This design comes from an exercise in tuning for small area and a short achievable clock period on the open sky130 flow, not from production work. In this exercise RTL edits were held to simulation tests only and were not proved equivalent to the original. No activity file was given, so power comes from the tool's default toggle rates.

// ka10_top
module ka10_top(
	input wire clk,
	input wire reset,
	input wire sw_power,
	input wire key_stop_sw,
	input wire key_exa_sw,
	input wire key_ex_nxt_sw,
	input wire key_dep_sw,
	input wire key_dep_nxt_sw,
	input wire key_reset_sw,
	input wire key_exe_sw,
	input wire key_sta_sw,
	input wire key_rdi_sw,
	input wire key_cont_sw,
	input wire key_sing_inst,
	input wire key_sing_cycle,
	input wire key_adr_inst,
	input wire key_adr_rd,
	input wire key_adr_wr,
	input wire key_adr_stop,
	input wire key_adr_brk,
	input wire key_par_stop,
	input wire key_nxm_stop,
	input wire key_repeat_sw,
	input wire [0:35] ds,
	input wire [18:35] as,
	input wire sc_stop_sw,
	input wire fm_enable_sw,
	input wire key_repeat_bypass_sw,
	input wire mi_prog_dis_sw,
	input wire [3:9] rdi_sel,
	output wire membus_rd_rq,
	output wire membus_wr_rq,
	output wire membus_rq_cyc,
	output wire membus_wr_rs,
	output wire [21:35] membus_ma,
	output wire [18:21] membus_sel,
	output wire [0:35] membus_mb_out,
	input  wire membus_addr_ack,
	input  wire membus_rd_rs,
	input  wire [0:35] membus_mb_in,
	output wire iobus_iob_reset,
	output wire iobus_datao_clear,
	output wire iobus_datao_set,
	output wire iobus_cono_clear,
	output wire iobus_cono_set,
	output wire iobus_iob_fm_datai,
	output wire iobus_iob_fm_status,
	output wire iobus_rdi_pulse,
	output wire [3:9] iobus_ios,
	output wire [0:35] iobus_iob_out,
	input  wire [1:7] iobus_pi_req,
	input  wire [0:35] iobus_iob_in,
	input  wire iobus_iob_dr_split,
	input  wire iobus_rdi_data,
	output wire ind_run,
	output wire ind_pi_on,
	output wire ind_prog_stop,
	output wire ind_user,
	output wire ind_mem_stop,
	output wire [1:7] ind_pih,
	output wire [1:7] ind_pir,
	output wire [1:7] ind_pio,
	output wire [18:35] ind_pc_reg,
	output wire [0:17] ind_ir_reg,
	output wire [18:35] ind_ma_reg,
	output wire [0:35] ind_mi_reg,
	output wire ind_mi_prog
);
Settings: LEC_CHECK=0, CAP_MARGIN=25, CORE_MARGIN=2, CORE_UTILIZATION=55, CTS_BUF_LIST=sky130_fd_sc_hd__clkbuf_8, CTS_CLUSTER_DIAMETER=50, CTS_CLUSTER_SIZE=15, PLACE_DENSITY=0.65, SLEW_MARGIN=20; clock period 28.0 ns.
standard.sh (not shown) runs the stock make flow with config.mk's settings and CLKGATE_MAP_FILE= SYNTH_SCRIPT=/design/flow/synth_recipe.tcl, a recipe that flattens the netlist after the stock synthesis.
==> flow/flow/run.sh <==
#!/bin/bash
# The standard layout (standard.sh, the standard flow's own ORFS run with the standard
# synthesis), with these changes to how it is made:
#  - after the standard synthesis (run unchanged), OpenROAD's restructure
#    remaps the combinational logic for area (restructure.tcl), with a copy of the
#    platform's Liberty file that leaves out the platform's don't-use cells;
#  - the port buffers that buffer_ports inserts are sky130_fd_sc_hd__buf_1
#    instead of the resizer's default pick (clkdlybuf4s50_1, a delay cell);
#  - repair_timing is asked for 16 ns of setup margin, so it also works on
#    the paths from inputs to outputs, which otherwise never violate.
# The clock period and constraints are the design's (constraint.sdc).
# Each tool's full output is in orfs/logs/ or in a .log file in this folder.
set -euo pipefail
cd "$(dirname "$0")/.."
knobs=("SETUP_SLACK_MARGIN=16" "BUFFER_PORTS_ARGS=-buffer_cell sky130_fd_sc_hd__buf_1")
bash standard.sh "${knobs[@]}" synth > standard_synth.log 2>&1
python3 flow/libfilter.py "$FLOW_HOME/platforms/sky130hd/lib/sky130_fd_sc_hd__tt_025C_1v80.lib" \
  rmp.lib '*probe*' '*lpflow*' > libfilter.log 2>&1
mkdir -p rmp_work
RES=orfs/results/sky130hd/ka10_top/base openroad -exit flow/restructure.tcl > restructure.log 2>&1
bash standard.sh "${knobs[@]}" finish > standard_finish.log 2>&1
Other scripts of this flow, unchanged in this note and not shown: flow/flow/libfilter.py, flow/flow/restructure.tcl
The first run passed the timing, DRC and antenna checks.
Next try:
CTS_BUF_LIST = sky130_fd_sc_hd__clkbuf_16   (was sky130_fd_sc_hd__clkbuf_8)
CTS_CLUSTER_DIAMETER = 80   (was 50)
CTS_CLUSTER_SIZE = 30   (was 15)
The new run completed with no timing, DRC or antenna violations.
Wire length drops by 0.50%.
Hold slack improved by 9.3 ps.
Final area drops by 0.40%.
Sequential power hardly moves.
Clock power drops by about 3%.
Global-route usage drops by 0.42 points.
Area after synthesis stays the same.
Setup slack is about the same.
Next try:
--- a/flow/flow/run.sh
+++ b/flow/flow/run.sh
@@ -8,3 +8,3 @@
 #    instead of the resizer's default pick (clkdlybuf4s50_1, a delay cell);
-#  - repair_timing is asked for 16 ns of setup margin, so it also works on
+#  - repair_timing is asked for 16.5 ns of setup margin, so it also works on
 #    the paths from inputs to outputs, which otherwise never violate.
@@ -14,3 +14,3 @@
 cd "$(dirname "$0")/.."
-knobs=("SETUP_SLACK_MARGIN=16" "BUFFER_PORTS_ARGS=-buffer_cell sky130_fd_sc_hd__buf_1")
+knobs=("SETUP_SLACK_MARGIN=16.5" "BUFFER_PORTS_ARGS=-buffer_cell sky130_fd_sc_hd__buf_1")
 bash standard.sh "${knobs[@]}" synth > standard_synth.log 2>&1
CTS_BUF_LIST = sky130_fd_sc_hd__clkbuf_8   (was sky130_fd_sc_hd__clkbuf_16)
CTS_CLUSTER_DIAMETER = 50   (was 80)
CTS_CLUSTER_SIZE = 15   (was 30)
=> Clock-buffer cell count goes up by 81; non-clock buffer count grows by 2; cell count rose by 1.1%; routed wire length went up by 1.3%; core utilization climbs by 0.38 points; sequential power stays flat; global-route usage increases by 0.77 points; hold slack barely changes; total power rose by 2.1%; setup slack degrades by 51 ps.

[port drivers added, routing unchanged]
The results above use ideal ports. As a check the final layouts listed here were re-extracted and re-timed, cells and wires unchanged. Step 1 assumes that a clkbuf_16 drives the clock port and a buf_2 every other input. Step 2 also shifts input and output timing later by t, the mid clock arrival at the registers, as if the neighbouring blocks saw the same clock. a / b / c = ideal ports / drivers / drivers and shift; a / b = the first two.
run	shift t [ns]	setup WS [ns]	hold WS [ns]	worst slew at a driven data input, ns
the first run	1.053	15.911 / 15.860 / 15.860	0.325 / 0.325 / 0.325	0.13
the second run	0.800	15.911 / 15.865 / 15.865	0.335 / 0.335 / 0.335	0.12
the third run	1.044	15.860 / 15.807 / 15.807	0.332 / 0.332 / 0.332	0.15
After both steps setup and hold are still met in every run listed. The setup slack of the third run, which loses most, moves by -0.053 ns with the drivers and by -0.053 ns with both steps.
